What follows belongs to an exercise in optimizing a design on an open flow for small area; a production flow would make more cautious choices. Function was checked by simulation only, so behaviour that the tests miss may differ from the original. Power figures rest on the tool's default switching activity, not on a simulated workload.

Setup of v7:
==> flow/design.v (excerpt) <==
module processor_v3
    #(  parameter DATA_DEP = 512,
        parameter PROG_ADDR_WID = 30,
        parameter DATA_ADDR_WID = 29
    )
    (
        input clk,
        input nrst,
        input [31:0] inst,
        input [63:0] rdata,
        output [31:0] pc,
        output [31:0] addr,
        output wr_en,
        output [63:0] wdata,
        output [7:0] wmask,
        output [63:0] ALUop1,
        output [63:0] ALUop2,
        output [63:0] ALUres,
        output [63:0] RFwrdata,
        output RFwren
    );
For scale: about 8,200 cells after synthesis, roughly 490 I/O pins, roughly 97,000 sq um of cells after synthesis.
clock: 8.5 ns
lec_check: 0
cap_margin: 20
core_margin: 2
core_utilization: 40
slew_margin: 20
synth_hierarchical: 1
standard.sh (not shown) runs the stock make flow with config.mk's settings and CLKGATE_MAP_FILE= SYNTH_SCRIPT=/design/flow/synth_recipe.tcl, a recipe that flattens the netlist after the stock synthesis.
==> flow/flow/run.sh <==
#!/bin/bash
# Layout: the standard flow (standard synthesis, floorplan, power grid,
# placement, CTS, routing), with three changes to how the layout is made:
#  - the port buffers are the platform's smallest buffer, buf_1, instead of
#    the one buffer_ports picks by default (clkdlybuf4s50_1);
#  - clock tree synthesis clusters the flip-flops into larger groups per
#    leaf buffer (clkbuf_8 only) and inserts no dummy loads.
# Every tool's output goes to the ORFS logs under orfs/logs/; make's own
# output goes to make_standard.log in this folder.
set -euo pipefail
export BUFFER_PORTS_ARGS="-buffer_cell sky130_fd_sc_hd__buf_1"
export CTS_ARGS="-sink_clustering_enable -repair_clock_nets -dont_use_dummy_load -sink_clustering_size 14 -sink_clustering_max_diameter 60 -buf_list sky130_fd_sc_hd__clkbuf_8"
bash standard.sh > make_standard.log 2>&1
Input changes introduced in v38 (baseline for comparison: v7):
--- a/flow/design.v
+++ b/flow/design.v
@@ -82,22 +82,38 @@
         for (k = 0; k < 10; k = k + 1) begin : g_t
             g_a222oi a(.a(s[3*k]), .b(d[3*k]), .c(s[3*k+1]), .d(d[3*k+1]),
                        .e(s[3*k+2]), .f(d[3*k+2]), .y(t[k]));
         end
     endgenerate
     g_nand2 n0(.a(s[30]), .b(d[30]), .y(t[10]));
     g_nand4 n1(.a(t[0]), .b(t[1]), .c(t[2]), .d(t[3]), .y(u[0]));
     g_nand4 n2(.a(t[4]), .b(t[5]), .c(t[6]), .d(t[7]), .y(u[1]));
     g_nand3 n3(.a(t[8]), .b(t[9]), .c(t[10]), .y(u[2]));
     g_or3 o(.a(u[0]), .b(u[1]), .c(u[2]), .y(y));
 endmodule
+module rf_dec(input [4:0] a, output [30:0] sel);
+    wire [3:0] hn;
+    wire [7:0] ln;
+    genvar h, l, k;
+    generate
+        for (h = 0; h < 4; h = h + 1) begin : g_h
+            assign hn[h] = a[4:3] != h;
+        end
+        for (l = 0; l < 8; l = l + 1) begin : g_l
+            assign ln[l] = a[2:0] != l;
+        end
+        for (k = 1; k < 32; k = k + 1) begin : g_k
+            g_nor2 n(.a(hn[k/8]), .b(ln[k%8]), .y(sel[k-1]));
+        end
+    endgenerate
+endmodule
 module proc_rf(
     input [31*64-1:0] d,
     input [30:0] sel,
     output [63:0] rdata
     );
     genvar j, k;
     generate
         for (j = 0; j < 64; j = j + 1) begin : g_bit
             wire [30:0] col;
             for (k = 0; k < 31; k = k + 1) begin : g_col
                 assign col[k] = d[64*k+j];
@@ -195,44 +211,50 @@
     assign wr_en = mem_wren;
     assign wdata = mem_wrdata;
     assign wmask = {{4{mem_wrmask[2]}}, {2{mem_wrmask[1]}}, {2{mem_wrmask[0]}}};
     assign ALUop1 = ALU_op1;
     assign ALUop2 = ALU_op2;
     assign ALUres = ALU_res;
     assign RFwrdata = RFi_wrdata;
     assign RFwren = RFi_wren;
     genvar gi, gj;
     wire [31*64-1:0] rf_q;
     wire [63:0] rf_wd = RFi_wrdata;
+    wire [3:0] wr_hn;
+    wire [7:0] wr_ln;
+    generate
+        for (gi = 0; gi < 4; gi = gi + 1) begin : g_wh
+            assign wr_hn[gi] = !(nrst & RFi_wren & (RFi_rd[4:3] == gi));
+        end
+        for (gi = 0; gi < 8; gi = gi + 1) begin : g_wl
+            assign wr_ln[gi] = RFi_rd[2:0] != gi;
+        end
+    endgenerate
     generate
         for (gi = 1; gi < 32; gi = gi + 1) begin : g_row
-            wire hit = RFi_wren & (RFi_rd == gi);
-            wire we = nrst & hit;
-            wire nwe = nrst & !hit;
+            wire we, nwe;
+            g_nor2 w(.a(wr_hn[gi/8]), .b(wr_ln[gi%8]), .y(we));
+            g_nor2 nw(.a(we), .b(!nrst), .y(nwe));
             wire [63:0] d;
             reg [63:0] q;
             for (gj = 0; gj < 64; gj = gj + 1) begin : g_b
                 g_a22o h(.a(we), .b(rf_wd[gj]), .c(nwe), .d(q[gj]), .y(d[gj]));
             end
             always @(posedge clk)
                 q <= d;
             assign rf_q[64*(gi-1) +: 64] = q;
         end
     endgenerate
     wire [30:0] sel1, sel2;
-    generate
-        for (gi = 1; gi < 32; gi = gi + 1) begin : g_sel
-            assign sel1[gi-1] = ID_inst[19:15] == gi;
-            assign sel2[gi-1] = ID_inst[24:20] == gi;
-        end
-    endgenerate
+    rf_dec D1(.a(ID_inst[19:15]), .sel(sel1));
+    rf_dec D2(.a(ID_inst[24:20]), .sel(sel2));
     proc_rf RP1(.d(rf_q), .sel(sel1), .rdata(RFo_rs1data));
     proc_rf RP2(.d(rf_q), .sel(sel2), .rdata(RFo_rs2data));
     wire [6:0] opc = {ID_inst[6:1], ID_inst[0] & ID_valid};
     wire [2:0] f3 = ID_inst[14:12];
     wire [6:0] f7 = ID_inst[31:25];
     wire is_ld   = opc == 7'b0000011;
     wire is_st   = opc == 7'b0100011;
     wire is_ar   = opc == 7'b0110011;
     wire is_ai   = opc == 7'b0010011;
     wire is_br   = opc == 7'b1100011;
     wire is_jal  = opc == 7'b1101111;
- Compared to v7, v38 has logic depth of the worst path, buffers included 6 higher.
- Side by side, core utilization turned out higher in v38 than in v7.
- Post-synth design cell area of v38 is on par with v7.
- Final non-filler cell total essentially unchanged between v7 and v38.
- Compared with v7, v38 shows a lower post-route met1 wirelength.
- v38: non-clock buffer count higher than v7
- Diff v7 -> v38: clock-buffer cell count rose about 0.47%; power fell about 0.45%.
- Between v7 and v38, power share of the combinational group decreased.
- | final critical path time including I/O delays and setup | lower: v7 |
- Vias: v38 below v7

-- what the ideal ports hide --
Ports are ideal in the flow. The routed layouts listed here were re-timed in OpenROAD.
Step 1: set_driving_cell puts a clkbuf_16 on clk and a buf_2 on each other input, an assumption about the parent block.
Step 2, shift: input delay + t, output delay - t, t = (earliest + latest rising clock arrival at the registers) / 2. This alone moves slack from input paths to output paths.
a / b / c = no drivers / after step 1 / after step 2; a / b = the first two.
run	t (ns)	slack for setup (ns)	worst setup path at the end
v7	1.136	1.126 / 1.126 / 1.126	register to register
v38	1.129	1.095 / 1.095 / 1.095	register to register
After both steps setup and hold are still met in every run listed.
